What follows belongs to an exercise in optimizing a design on an open flow for small area; a production flow would make more cautious choices.
At most, simulation tests tie the RTL to the original design; equivalence was not proved.
Power figures rest on the tool's default switching activity, not on a simulated workload.

==> 02-03 <==
Design systolic_array, start of the top module:
module systolic_array(
    input wire[7:0] inp_west0,
    input wire[7:0] inp_west4,
    input wire[7:0] inp_west8,
    input wire[7:0] inp_west12,
    input wire[7:0] inp_north0,
    input wire[7:0] inp_north1,
    input wire[7:0] inp_north2,
    input wire[7:0] inp_north3,
    output wire [15:0] out00,
    output wire [15:0] out01,
    output wire [15:0] out02,
    output wire [15:0] out03,
    output wire [15:0] out04,
    output wire [15:0] out05,
    output wire [15:0] out06,
    output wire [15:0] out07,
    output wire [15:0] out08,
    output wire [15:0] out09,
    output wire [15:0] out10,
    output wire [15:0] out11,
    output wire [15:0] out12,
    output wire [15:0] out13,
    output wire [15:0] out14,
    output wire [15:0] out15,
    input wire clk,
    input wire rst,
    output reg done);
Settings: LEC_CHECK=0, CAP_MARGIN=20, CORE_MARGIN=2, CORE_UTILIZATION=40, SLEW_MARGIN=20; clock period 6.0 ns.
standard.sh (not shown) runs the stock make flow with config.mk's settings and CLKGATE_MAP_FILE= SYNTH_SCRIPT=/design/flow/synth_recipe.tcl, a recipe that flattens the netlist after the stock synthesis.
==> flow/flow/run.sh <==
#!/bin/bash
# The standard layout (standard.sh) with two changes:
#  - SYNTH_ARGS=-noabc: Yosys's quick ABC pass inside `synth` is skipped, so the explicit
#    full-adder trees in the RTL reach extract_fa unchanged and map to fa/ha cells without
#    inverters between them (the final ABC mapping still runs as usual);
#  - port buffers are buf_1 instead of the 10 um2 delay buffers buffer_ports picks by default
#    (every input and output port still gets its own buffer).
set -euo pipefail
export SYNTH_ARGS=-noabc
export BUFFER_PORTS_ARGS="-inputs -outputs -buffer_cell sky130_fd_sc_hd__buf_1"
bash standard.sh > standard.log 2>&1
==> inputs of 08-09, as changes to 02-03 <==
--- a/flow/design.v
+++ b/flow/design.v
@@ -4,11 +4,11 @@
     input wire en,
     input wire clk,
     input wire rst,
     output reg [15:0] result
 );
-reg cy1, cy2;
+reg cy;
 wire pp0_0 = a[0] & b[0] & en;
 wire pp0_1 = a[0] & b[1] & en;
 wire pp0_2 = a[0] & b[2] & en;
 wire pp0_3 = a[0] & b[3] & en;
 wire pp0_4 = a[0] & b[4] & en;
@@ -69,83 +69,78 @@
 wire pp7_3 = a[7] & b[3] & en;
 wire pp7_4 = a[7] & b[4] & en;
 wire pp7_5 = a[7] & b[5] & en;
 wire pp7_6 = a[7] & b[6] & en;
 wire pp7_7 = a[7] & b[7] & en;
-wire fold = cy1 & ~en & (&result[11:8]);
-wire h5_0 = result[5] ^ pp0_5;
-wire hc5_0 = result[5] & pp0_5;
+wire s5_0h = result[5] ^ pp0_5;
+wire c5_0h = result[5] & pp0_5;
 wire s6_0 = result[6] ^ pp0_6 ^ pp1_5;
 wire c6_0 = (result[6] & pp0_6) | (pp1_5 & (result[6] ^ pp0_6));
-wire h6_1 = pp2_4 ^ pp3_3;
-wire hc6_1 = pp2_4 & pp3_3;
+wire s6_1h = pp2_4 ^ pp3_3;
+wire c6_1h = pp2_4 & pp3_3;
 wire s7_1 = result[7] ^ pp0_7 ^ pp1_6;
 wire c7_1 = (result[7] & pp0_7) | (pp1_6 & (result[7] ^ pp0_7));
 wire s7_2 = pp2_5 ^ pp3_4 ^ pp4_3;
 wire c7_2 = (pp2_5 & pp3_4) | (pp4_3 & (pp2_5 ^ pp3_4));
-wire h7_2 = pp5_2 ^ pp6_1;
-wire hc7_2 = pp5_2 & pp6_1;
+wire s7_2h = pp5_2 ^ pp6_1;
+wire c7_2h = pp5_2 & pp6_1;
 wire s8_3 = result[8] ^ pp1_7 ^ pp2_6;
 wire c8_3 = (result[8] & pp1_7) | (pp2_6 & (result[8] ^ pp1_7));
 wire s8_4 = pp3_5 ^ pp4_4 ^ pp5_3;
 wire c8_4 = (pp3_5 & pp4_4) | (pp5_3 & (pp3_5 ^ pp4_4));
-wire h8_3 = pp6_2 ^ pp7_1;
-wire hc8_3 = pp6_2 & pp7_1;
+wire s8_3h = pp6_2 ^ pp7_1;
+wire c8_3h = pp6_2 & pp7_1;
 wire s9_5 = result[9] ^ pp2_7 ^ pp3_6;
 wire c9_5 = (result[9] & pp2_7) | (pp3_6 & (result[9] ^ pp2_7));
 wire s9_6 = pp4_5 ^ pp5_4 ^ pp6_3;
 wire c9_6 = (pp4_5 & pp5_4) | (pp6_3 & (pp4_5 ^ pp5_4));
 wire s10_7 = result[10] ^ pp3_7 ^ pp4_6;
 wire c10_7 = (result[10] & pp3_7) | (pp4_6 & (result[10] ^ pp3_7));
-wire h3_4 = result[3] ^ pp0_3;
-wire hc3_4 = result[3] & pp0_3;
+wire s3_4h = result[3] ^ pp0_3;
+wire c3_4h = result[3] & pp0_3;
 wire s4_8 = result[4] ^ pp0_4 ^ pp1_3;
 wire c4_8 = (result[4] & pp0_4) | (pp1_3 & (result[4] ^ pp0_4));
-wire h4_5 = pp2_2 ^ pp3_1;
-wire hc4_5 = pp2_2 & pp3_1;
+wire s4_5h = pp2_2 ^ pp3_1;
+wire c4_5h = pp2_2 & pp3_1;
 wire s5_9 = pp1_4 ^ pp2_3 ^ pp3_2;
 wire c5_9 = (pp1_4 & pp2_3) | (pp3_2 & (pp1_4 ^ pp2_3));
-wire s5_10 = pp4_1 ^ pp5_0 ^ h5_0;
-wire c5_10 = (pp4_1 & pp5_0) | (h5_0 & (pp4_1 ^ pp5_0));
+wire s5_10 = pp4_1 ^ pp5_0 ^ s5_0h;
+wire c5_10 = (pp4_1 & pp5_0) | (s5_0h & (pp4_1 ^ pp5_0));
 wire s6_11 = pp4_2 ^ pp5_1 ^ pp6_0;
 wire c6_11 = (pp4_2 & pp5_1) | (pp6_0 & (pp4_2 ^ pp5_1));
-wire s6_12 = hc5_0 ^ h6_1 ^ s6_0;
-wire c6_12 = (hc5_0 & h6_1) | (s6_0 & (hc5_0 ^ h6_1));
-wire s7_13 = pp7_0 ^ hc6_1 ^ h7_2;
-wire c7_13 = (pp7_0 & hc6_1) | (h7_2 & (pp7_0 ^ hc6_1));
+wire s6_12 = c5_0h ^ s6_1h ^ s6_0;
+wire c6_12 = (c5_0h & s6_1h) | (s6_0 & (c5_0h ^ s6_1h));
+wire s7_13 = pp7_0 ^ c6_1h ^ s7_2h;
+wire c7_13 = (pp7_0 & c6_1h) | (s7_2h & (pp7_0 ^ c6_1h));
 wire s7_14 = c6_0 ^ s7_1 ^ s7_2;
 wire c7_14 = (c6_0 & s7_1) | (s7_2 & (c6_0 ^ s7_1));
-wire s8_15 = hc7_2 ^ h8_3 ^ c7_1;
-wire c8_15 = (hc7_2 & h8_3) | (c7_1 & (hc7_2 ^ h8_3));
+wire s8_15 = c7_2h ^ s8_3h ^ c7_1;
+wire c8_15 = (c7_2h & s8_3h) | (c7_1 & (c7_2h ^ s8_3h));
 wire s8_16 = c7_2 ^ s8_3 ^ s8_4;
 wire c8_16 = (c7_2 & s8_3) | (s8_4 & (c7_2 ^ s8_3));
-wire s9_17 = pp7_2 ^ hc8_3 ^ c8_3;
-wire c9_17 = (pp7_2 & hc8_3) | (c8_3 & (pp7_2 ^ hc8_3));
+wire s9_17 = pp7_2 ^ c8_3h ^ c8_3;
+wire c9_17 = (pp7_2 & c8_3h) | (c8_3 & (pp7_2 ^ c8_3h));
 wire s9_18 = c8_4 ^ s9_5 ^ s9_6;
 wire c9_18 = (c8_4 & s9_5) | (s9_6 & (c8_4 ^ s9_5));
 wire s10_19 = pp5_5 ^ pp6_4 ^ pp7_3;
 wire c10_19 = (pp5_5 & pp6_4) | (pp7_3 & (pp5_5 ^ pp6_4));
 wire s10_20 = c9_5 ^ c9_6 ^ s10_7;
 wire c10_20 = (c9_5 & c9_6) | (s10_7 & (c9_5 ^ c9_6));
 wire s11_21 = result[11] ^ pp4_7 ^ pp5_6;
 wire c11_21 = (result[11] & pp4_7) | (pp5_6 & (result[11] ^ pp4_7));
 wire s11_22 = pp6_5 ^ pp7_4 ^ c10_7;
 wire c11_22 = (pp6_5 & pp7_4) | (c10_7 & (pp6_5 ^ pp7_4));
-wire s12_23 = result[12] ^ fold ^ pp5_7;
-wire c12_23 = (result[12] & fold) | (pp5_7 & (result[12] ^ fold));
-wire h12_6 = pp6_6 ^ pp7_5;
-wire hc12_6 = pp6_6 & pp7_5;
-wire h13_7 = result[13] ^ pp6_7;
-wire hc13_7 = result[13] & pp6_7;
-wire h2_8 = result[2] ^ pp0_2;
-wire hc2_8 = result[2] & pp0_2;
+wire s12_23 = result[12] ^ pp5_7 ^ pp6_6;
+wire c12_23 = (result[12] & pp5_7) | (pp6_6 & (result[12] ^ pp5_7));
+wire s2_6h = result[2] ^ pp0_2;
+wire c2_6h = result[2] & pp0_2;
 wire s3_24 = pp1_2 ^ pp2_1 ^ pp3_0;
 wire c3_24 = (pp1_2 & pp2_1) | (pp3_0 & (pp1_2 ^ pp2_1));
-wire s4_25 = pp4_0 ^ hc3_4 ^ h4_5;
-wire c4_25 = (pp4_0 & hc3_4) | (h4_5 & (pp4_0 ^ hc3_4));
-wire s5_26 = hc4_5 ^ c4_8 ^ s5_9;
-wire c5_26 = (hc4_5 & c4_8) | (s5_9 & (hc4_5 ^ c4_8));
+wire s4_25 = pp4_0 ^ c3_4h ^ s4_5h;
+wire c4_25 = (pp4_0 & c3_4h) | (s4_5h & (pp4_0 ^ c3_4h));
+wire s5_26 = c4_5h ^ c4_8 ^ s5_9;
+wire c5_26 = (c4_5h & c4_8) | (s5_9 & (c4_5h ^ c4_8));
 wire s6_27 = c5_9 ^ s6_11 ^ c5_10;
 wire c6_27 = (c5_9 & s6_11) | (c5_10 & (c5_9 ^ s6_11));
 wire s7_28 = c6_11 ^ s7_13 ^ c6_12;
 wire c7_28 = (c6_11 & s7_13) | (c6_12 & (c6_11 ^ s7_13));
 wire s8_29 = c7_13 ^ c7_14 ^ s8_15;
@@ -154,22 +149,20 @@
 wire c9_30 = (c8_15 & c8_16) | (s9_17 & (c8_15 ^ c8_16));
 wire s10_31 = s10_19 ^ c9_17 ^ c9_18;
 wire c10_31 = (s10_19 & c9_17) | (c9_18 & (s10_19 ^ c9_17));
 wire s11_32 = c10_19 ^ s11_21 ^ c10_20;
 wire c11_32 = (c10_19 & s11_21) | (c10_20 & (c10_19 ^ s11_21));
-wire s12_33 = h12_6 ^ c11_21 ^ s12_23;
-wire c12_33 = (h12_6 & c11_21) | (s12_23 & (h12_6 ^ c11_21));
-wire s13_34 = pp7_6 ^ hc12_6 ^ h13_7;
-wire c13_34 = (pp7_6 & hc12_6) | (h13_7 & (pp7_6 ^ hc12_6));
-wire h14_9 = result[14] ^ pp7_7;
-wire hc14_9 = result[14] & pp7_7;
-wire h1_10 = result[1] ^ pp0_1;
-wire hc1_10 = result[1] & pp0_1;
-wire s2_35 = pp1_1 ^ pp2_0 ^ h2_8;
-wire c2_35 = (pp1_1 & pp2_0) | (h2_8 & (pp1_1 ^ pp2_0));
-wire s3_36 = hc2_8 ^ h3_4 ^ s3_24;
-wire c3_36 = (hc2_8 & h3_4) | (s3_24 & (hc2_8 ^ h3_4));
+wire s12_33 = pp7_5 ^ c11_21 ^ s12_23;
+wire c12_33 = (pp7_5 & c11_21) | (s12_23 & (pp7_5 ^ c11_21));
+wire s13_34 = result[13] ^ pp6_7 ^ pp7_6;
+wire c13_34 = (result[13] & pp6_7) | (pp7_6 & (result[13] ^ pp6_7));
+wire s1_7h = result[1] ^ pp0_1;
+wire c1_7h = result[1] & pp0_1;
+wire s2_35 = pp1_1 ^ pp2_0 ^ s2_6h;
+wire c2_35 = (pp1_1 & pp2_0) | (s2_6h & (pp1_1 ^ pp2_0));
+wire s3_36 = c2_6h ^ s3_4h ^ s3_24;
+wire c3_36 = (c2_6h & s3_4h) | (s3_24 & (c2_6h ^ s3_4h));
 wire s4_37 = c3_24 ^ s4_8 ^ s4_25;
 wire c4_37 = (c3_24 & s4_8) | (s4_25 & (c3_24 ^ s4_8));
 wire s5_38 = c4_25 ^ s5_10 ^ s5_26;
 wire c5_38 = (c4_25 & s5_10) | (s5_26 & (c4_25 ^ s5_10));
 wire s6_39 = c5_26 ^ s6_12 ^ s6_27;
@@ -186,53 +179,51 @@
 wire c11_44 = (s11_22 & c10_31) | (s11_32 & (s11_22 ^ c10_31));
 wire s12_45 = c11_22 ^ s12_33 ^ c11_32;
 wire c12_45 = (c11_22 & s12_33) | (c11_32 & (c11_22 ^ s12_33));
 wire s13_46 = c12_23 ^ s13_34 ^ c12_33;
 wire c13_46 = (c12_23 & s13_34) | (c12_33 & (c12_23 ^ s13_34));
-wire s14_47 = hc13_7 ^ h14_9 ^ c13_34;
-wire c14_47 = (hc13_7 & h14_9) | (c13_34 & (hc13_7 ^ h14_9));
-wire h15_11 = result[15] ^ hc14_9;
+wire s14_47 = result[14] ^ pp7_7 ^ c13_34;
+wire c14_47 = (result[14] & pp7_7) | (c13_34 & (result[14] ^ pp7_7));
 wire r0 = result[0] ^ pp0_0;
 wire rc0 = result[0] & pp0_0;
-wire r1 = pp1_0 ^ rc0 ^ h1_10;
-wire rc1 = (pp1_0 & rc0) | (h1_10 & (pp1_0 ^ rc0));
-wire r2 = hc1_10 ^ rc1 ^ s2_35;
-wire rc2 = (hc1_10 & rc1) | (s2_35 & (hc1_10 ^ rc1));
+wire r1 = pp1_0 ^ rc0 ^ s1_7h;
+wire rc1 = (pp1_0 & rc0) | (s1_7h & (pp1_0 ^ rc0));
+wire r2 = c1_7h ^ rc1 ^ s2_35;
+wire rc2 = (c1_7h & rc1) | (s2_35 & (c1_7h ^ rc1));
 wire r3 = c2_35 ^ s3_36 ^ rc2;
 wire rc3 = (c2_35 & s3_36) | (rc2 & (c2_35 ^ s3_36));
 wire r4 = c3_36 ^ s4_37 ^ rc3;
 wire rc4 = (c3_36 & s4_37) | (rc3 & (c3_36 ^ s4_37));
 wire r5 = c4_37 ^ s5_38 ^ rc4;
 wire rc5 = (c4_37 & s5_38) | (rc4 & (c4_37 ^ s5_38));
 wire r6 = c5_38 ^ s6_39 ^ rc5;
 wire rc6 = (c5_38 & s6_39) | (rc5 & (c5_38 ^ s6_39));
 wire r7 = c6_39 ^ s7_40 ^ rc6;
 wire rc7 = (c6_39 & s7_40) | (rc6 & (c6_39 ^ s7_40));
-wire r8 = cy1 ^ c7_40 ^ s8_41;
-wire rc8 = (cy1 & c7_40) | (s8_41 & (cy1 ^ c7_40));
+wire r8 = c7_40 ^ s8_41 ^ rc7;
+wire rc8 = (c7_40 & s8_41) | (rc7 & (c7_40 ^ s8_41));
 wire r9 = c8_41 ^ s9_42 ^ rc8;
 wire rc9 = (c8_41 & s9_42) | (rc8 & (c8_41 ^ s9_42));
-wire r10 = c9_42 ^ s10_43 ^ rc9;
-wire rc10 = (c9_42 & s10_43) | (rc9 & (c9_42 ^ s10_43));
+wire cy_next = rc9;
+wire r10 = cy ^ c9_42 ^ s10_43;
+wire rc10 = (cy & c9_42) | (s10_43 & (cy ^ c9_42));
 wire r11 = c10_43 ^ s11_44 ^ rc10;
 wire rc11 = (c10_43 & s11_44) | (rc10 & (c10_43 ^ s11_44));
-wire r12 = cy2 ^ c11_44 ^ s12_45;
-wire rc12 = (cy2 & c11_44) | (s12_45 & (cy2 ^ c11_44));
+wire r12 = c11_44 ^ s12_45 ^ rc11;
+wire rc12 = (c11_44 & s12_45) | (rc11 & (c11_44 ^ s12_45));
 wire r13 = s13_46 ^ c12_45 ^ rc12;
 wire rc13 = (s13_46 & c12_45) | (rc12 & (s13_46 ^ c12_45));
 wire r14 = s14_47 ^ c13_46 ^ rc13;
 wire rc14 = (s14_47 & c13_46) | (rc13 & (s14_47 ^ c13_46));
-wire r15 = h15_11 ^ c14_47 ^ rc14;
+wire r15 = result[15] ^ c14_47 ^ rc14;
 always @(posedge clk or posedge rst) begin
     if (rst) begin
         result <= 16'd0;
-        cy1 <= 1'b0;
-        cy2 <= 1'b0;
+        cy <= 1'b0;
     end else begin
         result <= {r15, r14, r13, r12, r11, r10, r9, r8, r7, r6, r5, r4, r3, r2, r1, r0};
-        cy1 <= rc7;
-        cy2 <= rc11 & en;
+        cy <= cy_next;
     end
 end
 endmodule
 module systolic_array(
     input wire[7:0] inp_west0,
==> flow/flow/run.sh (replaced) <==
#!/bin/bash
# The standard layout (standard.sh) with these changes:
#  - SYNTH_ARGS=-noabc: Yosys's quick ABC pass inside `synth` is skipped, so the explicit
#    full-adder trees in the RTL reach extract_fa unchanged and map to fa/ha cells without
#    inverters between them (the final ABC mapping still runs as usual);
#  - port buffers are buf_1 instead of the 10 um2 delay buffers buffer_ports picks by default
#    (every input and output port still gets its own buffer);
#  - REMOVE_ABC_BUFFERS=1: the floorplan step removes the buffers ABC inserted instead of
#    resizing for timing that early (repair_design and repair_timing run later as usual);
#  - clock tree: no dummy loads, clkbuf_16 only, sink clusters of up to 30 within 80 um.
set -euo pipefail
export SYNTH_ARGS=-noabc
export REMOVE_ABC_BUFFERS=1
export BUFFER_PORTS_ARGS="-inputs -outputs -buffer_cell sky130_fd_sc_hd__buf_1"
export CTS_ARGS="-sink_clustering_enable -repair_clock_nets -dont_use_dummy_load -sink_clustering_size 30 -sink_clustering_max_diameter 80 -buf_list {sky130_fd_sc_hd__clkbuf_16}"
bash standard.sh > standard.log 2>&1
Settings changed: ABC_AREA set to 1, CORE_UTILIZATION 40 to 75, GPL_TIMING_DRIVEN set to 0, PLACE_DENSITY set to 0.78, SETUP_SLACK_MARGIN set to 0.15.
==> notes <==
02-03 finished with timing, DRC and antenna clean. 08-09 ran to the end with no violations. Flip-flop and latch count: 02-03 is higher than 08-09 (16). Between 02-03 and 08-09, the lower utilization is in 02-03 (gap 37 points). In 02-03 the first-iteration DRC count is smaller than in 08-09, by about 10%. Of 02-03 and 08-09, 02-03 has the higher synthesized cell count (gap about 1.3%, measured against 08-09). Sequential power: 02-03 is larger than 08-09 (6.8%). Of 08-09 and 02-03, 02-03 has the higher worst setup slack (gap 0.38 ns).
==> figures <==
|  | 08-09 | 02-03 |
|---|---|---|
| Net switching power figure | 4460 uW | 5150 uW |
| Netlist Area Pre-Place | 36300 sq um | 39900 sq um |
| Run status | timing/DRC/antenna clean | timing/DRC/antenna clean |
| Hold path startpoint | nd0_1[5] | done |
| Fraction of power consumed by the clock network | 17.1% | 27.6% |
| PnR worst setup slack | 0.237 ns | 0.621 ns |
| Placement Setup Slack | -1.08 ns | 0.168 ns |
| Met1 capacity usage during global routing | 55.8% | 30.6% |
| Share of the synthesized area in compound gates (AO/OA/AOI/OAI) | 0.0138% | 0.257% |
| Delay of the slowest cell on the worst path | 0.52 ns | 0.85 ns |
| Yosys cell types | 23 | 41 |
| R2R setup slack | 0.25 ns | 0.62 ns |
| Number of clock sinks | 381 | 397 |
For 02-03, only the layout was checked, not whether the RTL still works.

## separate check: timing with driven ports
How much do the figures lean on ideal ports? The routed layouts below were timed once more, with nothing changed but the port constraints. Step 1, drivers: a clkbuf_16 drives clk and a buf_2 each remaining input, both assumed. Step 2 adds t to the input delays and takes it off the output delays; t is the mean of the earliest and latest rising clock arrival at the registers after step 1. Input paths then give back, and output paths get back, about the clock's delay inside the block. Slacks: ideal / step 1 / step 2; pairs: ideal / step 1.
run | t (ns) | setup slack, ns | worst setup path at the end | slew at the worst register clock pin (ns)
02-03 | 0.705 | 0.621 / 0.621 / 0.171 | input to register | 0.07 / 0.07
08-09 | 0.669 | 0.237 / 0.248 / -0.404 | input to register | 0.11 / 0.11
With both steps, setup timing fails in 08-09, where it was met with ideal ports. For 08-09, which loses most, drivers alone change the setup slack by +0.011 ns; drivers and shift together by -0.641 ns.
